From an optimization exercise on the open Yosys and OpenROAD flow, aimed at a short achievable clock period and few clock cycles; shortcuts taken in it are not production practice. No activity file was given, so power comes from the tool's default toggle rates.

==> v10: inputs <==
==> flow/design.v <==
parameter ADD     = 4'b0000;
parameter SUB     = 4'b0001;
parameter AND     = 4'b0010;
parameter OR      = 4'b0011;
parameter XOR     = 4'b0100;
parameter NOT     = 4'b0101;
parameter MOV     = 4'b0110;
parameter NOP     = 4'b0111;
parameter LOAD    = 4'b1000;
parameter STORE   = 4'b1001;
parameter LOAD_IM = 4'b1010;
parameter BRN_Z   = 4'b1011;
parameter BRN_N   = 4'b1100;
parameter BRN_O   = 4'b1101;
parameter BRN     = 4'b1110;
module microprocessor #(parameter N = 8, ROM_addressBits = 6, RF_addressBits = 3) (
  input  logic                           clk             ,
  input  logic                           rst_n           ,
  input  logic [ 3+2*(RF_addressBits):0] ROM_data        ,
  input  logic [                  N-1:0] SRAM_data       ,
  output logic                           overflowPC      ,
  output logic                           ROM_readEnable  ,
  output logic                           SRAM_readEnable ,
  output logic                           SRAM_writeEnable,
  output logic [    ROM_addressBits-1:0] ROM_address     ,
  output logic [(2**RF_addressBits)-1:0] SRAM_address    ,
  output logic [                  N-1:0] SRAM_data_in
);
parameter ADD     = 4'b0000;
parameter SUB     = 4'b0001;
parameter AND     = 4'b0010;
parameter OR      = 4'b0011;
parameter XOR     = 4'b0100;
parameter NOT     = 4'b0101;
parameter MOV     = 4'b0110;
parameter NOP     = 4'b0111;
parameter LOAD    = 4'b1000;
parameter STORE   = 4'b1001;
parameter LOAD_IM = 4'b1010;
parameter BRN_Z   = 4'b1011;
parameter BRN_N   = 4'b1100;
parameter BRN_O   = 4'b1101;
parameter BRN     = 4'b1110;
  function automatic logic [15:0] prefix8(input logic [7:0] g, input logic [7:0] t);
    logic [7:0] G, T;
    G = g; T = t;
    for (int l = 0; l < 3; l++)
      for (int i = 0; i < 8; i++)
        if ((i >> l) & 1) begin
          G[i] = G[i] | (T[i] & G[((i >> l) << l) - 1]);
          T[i] = T[i] & T[((i >> l) << l) - 1];
        end
    prefix8 = {G, T};
  endfunction
  function automatic logic [7:0] add8(input logic [7:0] a, input logic [7:0] b,
                                      input logic cin);
    logic [7:0] G, T, c;
    {G, T} = prefix8(a & b, a | b);
    c = {G[6:0] | (T[6:0] & {7{cin}}), cin};
    add8 = (a ^ c) ^ b;
  endfunction
  function automatic logic [5:0] inc6(input logic [5:0] x);
    inc6 = x ^ {&x[4:0], &x[3:0], &x[2:0], &x[1:0], x[0], 1'b1};
  endfunction
  logic [7:0] R [0:7];           
  logic [2:0] F;                 
  logic       ov_reg;            
  logic       dead;              
  logic [5:0] FA;                
  logic [5:0] FAo;               
  logic       re;                
  logic       rv;                
  logic [5:0] rpc;               
  logic       rpred;             
  logic       rfold;             
  logic       stl;               
  logic       hz;                
  logic       kv;
  logic [9:0] kir;
  logic [5:0] kpc;
  logic       kpred, kfold;
  logic       iv;
  logic [9:0] ir;
  logic [5:0] ipc;
  logic       ipred, ifold;
  logic       ilast;             
  logic [2:0] i_sa, i_sm;        
  logic [5:0] i_pcm1;            
  logic [5:0] ipc1;              
  localparam int NA = 8, NB = 4;
  logic [NA-1:0] av;
  logic [5:0]    atag [NA];
  logic [5:0]    aT   [NA];
  logic [2:0]    aptr;
  logic [NB-1:0] bv;
  logic [5:0]    btag [NB];
  logic [5:0]    bT   [NB];
  logic [1:0]    bptr;
  logic       ta_v, tb_v, tc_v, tn_v;
  logic [5:0] t_i, t_im1, t_tgt;
  logic       l_v;               
  logic [5:0] l_pc;              
  logic       l_brn;             
  logic       e_v;
  logic       e_wr;              
  logic       e_fl;              
  logic       e_clr;             
  logic       e_ld;              
  logic [2:0] e_dst;
  logic       e_cen;             
  logic       e_and, e_or;       
  logic [7:0] e_A, e_B;
  logic       e_cin;
  logic       w_v;
  logic [2:0] w_dst;
  logic [7:0] e_g, e_t, e_G, e_T, e_c, e_k, sum, e_res;
  logic       e_cout, e_ovf, e_z;
  always_comb begin
    e_g   = e_A & e_B;
    e_t   = e_A | e_B;
    {e_G, e_T} = prefix8(e_g, e_t);
    e_c   = {(e_G[6:0] & {7{e_cen}}) | (e_T[6:0] & {7{e_cin}}), e_cin};
    sum   = (e_A ^ e_c) ^ e_B;
    e_res = e_and ? e_g : e_or ? e_t : sum;
    e_cout = e_G[7] | (e_T[7] & e_cin);
    e_ovf = e_cen & (e_c[7] ^ e_cout);
    e_k   = e_cen ? {e_t[6:0], e_cin} : 8'd0;
    e_z   = e_and ? ~|e_g : e_or ? ~|e_t : &(~((e_A ^ e_k) ^ e_B));
  end
  wire e_wen = e_v & e_wr;
  logic [2:0] Fn;
  always_comb begin
    if (e_v & e_clr)     Fn = 3'b000;
    else if (e_v & e_fl) Fn = {e_ovf, e_res[7], e_z};
    else                 Fn = F;
  end
  wire       ivld = iv & ~ov_reg & ~dead;
  wire [3:0] op   = ir[9:6];
  wire [2:0] fa   = ir[5:3];
  wire [2:0] fb   = ir[2:0];
  wire is_alu2 = (op == ADD) | (op == SUB) | (op == AND) | (op == OR) | (op == XOR);
  wire is_not  = (op == NOT);
  wire is_mov  = (op == MOV);
  wire is_ld   = (op == LOAD);
  wire is_st   = (op == STORE);
  wire is_ldi  = (op == LOAD_IM);
  wire is_cbr  = (op == BRN_Z) | (op == BRN_N) | (op == BRN_O);
  wire is_brn  = (op == BRN);
  wire is_und  = (op == 4'hF);
  wire is_br   = is_cbr | is_brn;
  logic [7:0] va, vb, vm;
  always_comb begin
    if (e_wen && e_dst == i_sa)    va = e_res;
    else if (w_v && w_dst == i_sa) va = SRAM_data;
    else                           va = R[i_sa];
    if (e_wen && e_dst == fb)      vb = e_res;
    else if (w_v && w_dst == fb)   vb = SRAM_data;
    else                           vb = R[fb];
    if (e_wen && e_dst == i_sm)    vm = e_res;
    else if (w_v && w_dst == i_sm) vm = SRAM_data;
    else                           vm = R[i_sm];
  end
  wire stall  = ivld & hz;
  wire go     = ivld & ~stall;
  wire [7:0] tsum  = add8({2'b00, ipc}, {3'b000, ir[4:0]} ^ {8{ir[5]}}, ir[5]);
  wire [5:0] itgt  = tsum[5:0];
  wire       itoor = tsum[6];
  logic cond;
  always_comb begin
    case (op)
      BRN_Z:   cond = Fn[0];
      BRN_N:   cond = Fn[1];
      BRN_O:   cond = Fn[2];
      default: cond = 1'b0;
    endcase
  end
  wire c_tk     = is_cbr & cond;
  wire c_nt     = is_cbr & ~cond;
  wire redirect = go & ((~itoor & ((is_brn & ~ipred) | (c_tk & ~ipred))) |
                        (c_nt & ipred & ~ilast));
  wire [5:0] rd_tgt = c_nt ? ipc1 : itgt;
  wire d_halt   = go & ((is_brn | c_tk) ? itoor : (~is_und & ilast));
  wire [9:0] s_ir   = stl ? kir   : ROM_data;
  wire [3:0] s_op   = s_ir[9:6];
  wire       s_not  = (s_op == NOT);
  wire       s_alu2 = (s_op == ADD) | (s_op == SUB) | (s_op == AND) | (s_op == OR) | (s_op == XOR);
  wire       s_usea = s_alu2 | s_not | (s_op == STORE);
  wire       s_useb = s_alu2 | s_not | (s_op == MOV) | (s_op == LOAD) | (s_op == STORE);
  wire [2:0] s_sa   = s_not ? 3'd1 : s_ir[5:3];
  wire [2:0] s_sm   = (s_op == STORE) ? s_ir[5:3] : s_ir[2:0];
  wire       hz_n   = go & is_ld & s_v & ((s_usea & (s_sa == fa)) | (s_useb & (s_ir[2:0] == fa)));
  wire       s_v    = stl ? kv    : rv;
  wire [5:0] s_pc   = stl ? kpc   : rpc;
  wire       s_pred = stl ? kpred : rpred;
  wire       s_fold = stl ? kfold : rfold;
  assign ROM_address    = FAo;
  assign ROM_readEnable = re;
  assign overflowPC     = ov_reg;
  logic       f_hita, f_hitb;
  logic [5:0] f_ta, f_tb;
  always_comb begin
    f_hita = 1'b0; f_ta = 6'd0;
    for (int i = 0; i < NA; i++)
      if (av[i] && atag[i] == FA) begin f_hita = 1'b1; f_ta = f_ta | aT[i]; end
    f_hitb = 1'b0; f_tb = 6'd0;
    for (int i = 0; i < NB; i++)
      if (bv[i] && btag[i] == FA) begin f_hitb = 1'b1; f_tb = f_tb | bT[i]; end
  end
  wire [5:0] fa_next    = f_hita ? f_ta : f_hitb ? f_tb : inc6(FA);
  logic [NA-1:0] wa_m, wa_mn;
  logic [NB-1:0] wb_m, wb_mn;
  always_comb begin
    for (int i = 0; i < NA; i++) wa_mn[i] = av[i] && atag[i] == ipc;
    for (int i = 0; i < NB; i++) wb_mn[i] = bv[i] && btag[i] == i_pcm1;
  end
  logic [5:0] FA_n, FAo_n;
  logic       stl_n;
  always_comb begin
    if (redirect)        begin FA_n = rd_tgt;     stl_n = 0; end
    else begin
      FA_n  = stl ? FA : fa_next;
      stl_n = stall;
    end
    if (redirect)        FAo_n = rd_tgt;
    else                 FAo_n = stl ? FAo : fa_next;
  end
  always_ff @(posedge clk or negedge rst_n) begin
    if (!rst_n) begin
      FA <= 0; FAo <= 0; re <= 1; rv <= 0; rpred <= 0; stl <= 0; kv <= 0; kpred <= 0;
      iv <= 0; ipred <= 0;
      ta_v <= 0; tb_v <= 0; tc_v <= 0; tn_v <= 0; l_v <= 0;
      ov_reg <= 0; dead <= 0;
      av <= 0; aptr <= 0; bv <= 0; bptr <= 0;
      e_v <= 0; w_v <= 0; hz <= 0;
      SRAM_readEnable <= 0; SRAM_writeEnable <= 0;
      F <= 0;
    end else begin
      FA  <= FA_n;
      FAo <= FAo_n;
      stl <= stl_n;
      re  <= ~stl_n;
      if (redirect) begin
        rv  <= 0;
        iv  <= 0;
      end else begin
        if (!stl) begin
          rv    <= 1'b1;
          rpred <= f_hita;
        end
        if (stall) begin
          kv    <= rv;
          kpred <= rpred;
        end else begin
          iv    <= s_v;
          ipred <= s_pred;
        end
      end
      if (d_halt) ov_reg <= 1;
      if (go & is_und) dead <= 1;
      ta_v <= go & is_brn & ~itoor;
      tb_v <= go & is_brn & ~itoor & l_v & ~l_brn & (inc6(l_pc) == ipc);
      tc_v <= go & c_tk & ~itoor & ~ipred;
      tn_v <= go & c_nt & ipred;
      if (go) l_v <= 1;
      if (ta_v | tc_v) begin
        if (wa_m == 0) begin av[aptr] <= 1'b1; aptr <= aptr + 3'd1; end
      end
      if (tn_v) av <= av & ~wa_m;
      if (tb_v) begin
        if (wb_m == 0) begin bv[bptr] <= 1'b1; bptr <= bptr + 2'd1; end
      end
      e_v <= go;
      w_v <= e_v & e_ld;
      hz  <= hz_n;
      SRAM_readEnable  <= go & is_ld;
      SRAM_writeEnable <= go & is_st;
      F <= Fn;
    end
  end
  always_ff @(posedge clk) begin
    if (!stl) begin
      rpc   <= FA;
      rfold <= ~f_hita & f_hitb;
    end
    if (stall) begin
      kir   <= ROM_data;
      kpc   <= rpc;
      kfold <= rfold;
    end else begin
      ir    <= s_ir;
      i_sa  <= s_sa;
      i_sm  <= s_sm;
      i_pcm1 <= s_pc - 6'd1;
      ipc   <= s_pc;
      ifold <= s_fold;
      ilast <= (s_pc == 6'd63);
      ipc1  <= inc6(s_pc);
    end
    e_wr  <= is_alu2 | is_not | is_mov | is_ldi;
    e_fl  <= is_alu2 | is_not | is_mov;
    e_clr <= is_br | ifold;
    e_ld  <= is_ld;
    e_dst <= fa;
    e_cen <= (op == ADD) | (op == SUB);
    e_and <= (op == AND);
    e_or  <= (op == OR) | (op == MOV) | ~(is_alu2 | is_not);
    e_A   <= (is_mov | ~(is_alu2 | is_not)) ? 8'd0 : va;
    e_B   <= (op == SUB) ? ~vb : (is_alu2 | is_not | is_mov) ? vb : {{5{fb[2]}}, fb};
    e_cin <= (op == SUB);
    SRAM_address <= vm;
    SRAM_data_in <= vb;
    w_dst <= e_dst;
    t_i   <= ipc;
    t_im1 <= i_pcm1;
    wa_m  <= wa_mn;
    wb_m  <= wb_mn;
    t_tgt <= itgt;
    if (go) begin
      l_pc  <= ipc;
      l_brn <= is_brn;
    end
    for (int i = 0; i < NA; i++)
      if ((ta_v | tc_v) && (wa_m[i] || (wa_m == 0 && aptr == i))) begin
        atag[i] <= t_i;
        aT[i]   <= t_tgt;
      end
    for (int i = 0; i < NB; i++)
      if (tb_v && (wb_m[i] || (wb_m == 0 && bptr == i))) begin
        btag[i] <= t_im1;
        bT[i]   <= t_tgt;
      end
  end
  always_ff @(posedge clk or negedge rst_n) begin
    if (!rst_n) begin
      for (int i = 0; i < 8; i++) R[i] <= (i == 1) ? 8'hFF : 8'h00;
    end else begin
      for (int i = 0; i < 8; i++) begin
        if (e_wen && e_dst == i)      R[i] <= e_res;
        else if (w_v && w_dst == i)   R[i] <= SRAM_data;
      end
    end
  end
endmodule
==> flow/run.sh <==
#!/bin/bash
# synth_recipe.tcl (not shown) runs the flow's synth.tcl, then flattens the netlist and writes it again
# the make line also repeats each setting of config.mk as NAME=value (left out here)
make -C /OpenROAD-flow-scripts/flow DESIGN_CONFIG=/design/flow/config.mk WORK_HOME=/design/flow/orfs CLKGATE_MAP_FILE= SYNTH_SCRIPT=/design/flow/synth_recipe.tcl finish
==> flow/config.mk <==
export PLATFORM = sky130hd
export DESIGN_NAME = microprocessor
export DESIGN_NICKNAME = microprocessor
export VERILOG_FILES = /design/flow/design.v
export SDC_FILE = /design/flow/constraint.sdc
export NUM_CORES = 4
export LEC_CHECK = 0
export CAP_MARGIN = 20
export CORE_MARGIN = 2
export CORE_UTILIZATION = 40
export SETUP_SLACK_MARGIN = 3.5
export SLEW_MARGIN = 20
==> flow/constraint.sdc <==
create_clock -name core_clock -period 6.0 [get_ports {clk}]
set_input_delay 1.2000 -clock core_clock [delete_from_list [all_inputs] [get_ports {clk}]]
set_output_delay 1.2000 -clock core_clock [all_outputs]
set_load 0.01 [all_outputs]
==> inputs of v35, as changes to v10 <==
--- a/flow/design.v
+++ b/flow/design.v
@@ -84,8 +84,6 @@
   logic [5:0] ipc;
   logic       ipred, ifold;
   logic       ilast;             
-  logic [2:0] i_sa, i_sm;        
-  logic [5:0] i_pcm1;            
   logic [5:0] ipc1;              
   localparam int NA = 8, NB = 4;
   logic [NA-1:0] av;
@@ -148,17 +146,15 @@
   wire is_brn  = (op == BRN);
   wire is_und  = (op == 4'hF);
   wire is_br   = is_cbr | is_brn;
-  logic [7:0] va, vb, vm;
+  wire [2:0] sa = is_not ? 3'd1 : fa;
+  logic [7:0] va, vb;
   always_comb begin
-    if (e_wen && e_dst == i_sa)    va = e_res;
-    else if (w_v && w_dst == i_sa) va = SRAM_data;
-    else                           va = R[i_sa];
-    if (e_wen && e_dst == fb)      vb = e_res;
-    else if (w_v && w_dst == fb)   vb = SRAM_data;
-    else                           vb = R[fb];
-    if (e_wen && e_dst == i_sm)    vm = e_res;
-    else if (w_v && w_dst == i_sm) vm = SRAM_data;
-    else                           vm = R[i_sm];
+    if (e_wen && e_dst == sa)    va = e_res;
+    else if (w_v && w_dst == sa) va = SRAM_data;
+    else                         va = R[sa];
+    if (e_wen && e_dst == fb)    vb = e_res;
+    else if (w_v && w_dst == fb) vb = SRAM_data;
+    else                         vb = R[fb];
   end
   wire stall  = ivld & hz;
   wire go     = ivld & ~stall;
@@ -187,7 +183,6 @@
   wire       s_usea = s_alu2 | s_not | (s_op == STORE);
   wire       s_useb = s_alu2 | s_not | (s_op == MOV) | (s_op == LOAD) | (s_op == STORE);
   wire [2:0] s_sa   = s_not ? 3'd1 : s_ir[5:3];
-  wire [2:0] s_sm   = (s_op == STORE) ? s_ir[5:3] : s_ir[2:0];
   wire       hz_n   = go & is_ld & s_v & ((s_usea & (s_sa == fa)) | (s_useb & (s_ir[2:0] == fa)));
   wire       s_v    = stl ? kv    : rv;
   wire [5:0] s_pc   = stl ? kpc   : rpc;
@@ -207,11 +202,11 @@
       if (bv[i] && btag[i] == FA) begin f_hitb = 1'b1; f_tb = f_tb | bT[i]; end
   end
   wire [5:0] fa_next    = f_hita ? f_ta : f_hitb ? f_tb : inc6(FA);
-  logic [NA-1:0] wa_m, wa_mn;
-  logic [NB-1:0] wb_m, wb_mn;
+  logic [NA-1:0] wa_m;
+  logic [NB-1:0] wb_m;
   always_comb begin
-    for (int i = 0; i < NA; i++) wa_mn[i] = av[i] && atag[i] == ipc;
-    for (int i = 0; i < NB; i++) wb_mn[i] = bv[i] && btag[i] == i_pcm1;
+    for (int i = 0; i < NA; i++) wa_m[i] = av[i] && atag[i] == t_i;
+    for (int i = 0; i < NB; i++) wb_m[i] = bv[i] && btag[i] == t_im1;
   end
   logic [5:0] FA_n, FAo_n;
   logic       stl_n;
@@ -288,9 +283,6 @@
       kfold <= rfold;
     end else begin
       ir    <= s_ir;
-      i_sa  <= s_sa;
-      i_sm  <= s_sm;
-      i_pcm1 <= s_pc - 6'd1;
       ipc   <= s_pc;
       ifold <= s_fold;
       ilast <= (s_pc == 6'd63);
@@ -307,13 +299,11 @@
     e_A   <= (is_mov | ~(is_alu2 | is_not)) ? 8'd0 : va;
     e_B   <= (op == SUB) ? ~vb : (is_alu2 | is_not | is_mov) ? vb : {{5{fb[2]}}, fb};
     e_cin <= (op == SUB);
-    SRAM_address <= vm;
+    SRAM_address <= is_st ? va : vb;
     SRAM_data_in <= vb;
     w_dst <= e_dst;
     t_i   <= ipc;
-    t_im1 <= i_pcm1;
-    wa_m  <= wa_mn;
-    wb_m  <= wb_mn;
+    t_im1 <= ipc - 6'd1;
     t_tgt <= itgt;
     if (go) begin
       l_pc  <= ipc;
==> comparison <==
v10 finished with timing, DRC and antenna clean. v35 completed without violations.
Against v35, the via count of v10 is larger by 6.8%.
Between v35 and v10, the lower utilization is in v10 (gap 1.3 points).
In v35 the count of clock-buffer cells in the layout is lower than in v10, by 13.
Critical path depth is the same in v10 and v35.
Of v10 and v35, v10 has the higher cell count (gap about 7%, measured against v35).
Sequential cell count: v35 is lower than v10 (23).
Power: v10 is larger than v35 (5.9%).
Function was not checked in any run of this note: the RTL went through the layout flow alone.

[re-timing with driven ports]
The results above use ideal ports. As a check the final layouts listed here were re-extracted and re-timed, cells and wires unchanged.
Step 1, drivers: a clkbuf_16 drives clk and a buf_2 each remaining input, both assumed.
Step 2, shift: input delay + t, output delay - t, t = (earliest + latest rising clock arrival at the registers) / 2. This alone moves slack from input paths to output paths.
Slacks: no drivers / after step 1 / after step 2; pairs: no drivers / after step 1.
run	shift t [ns]	setup slack, ns	worst setup path at the end	latest minus earliest clock arrival (ns)	worst register clock-pin slew, ns
v10	0.635	3.155 / 3.155 / 2.976	input to register	0.050 / 0.050	0.07 / 0.07
v35	0.629	3.194 / 3.194 / 2.995	input to register	0.020 / 0.020	0.07 / 0.07
After both steps every run listed still meets setup and hold. For v35, which loses most, drivers alone change the setup slack by 0.000 ns; drivers and shift together by -0.199 ns.
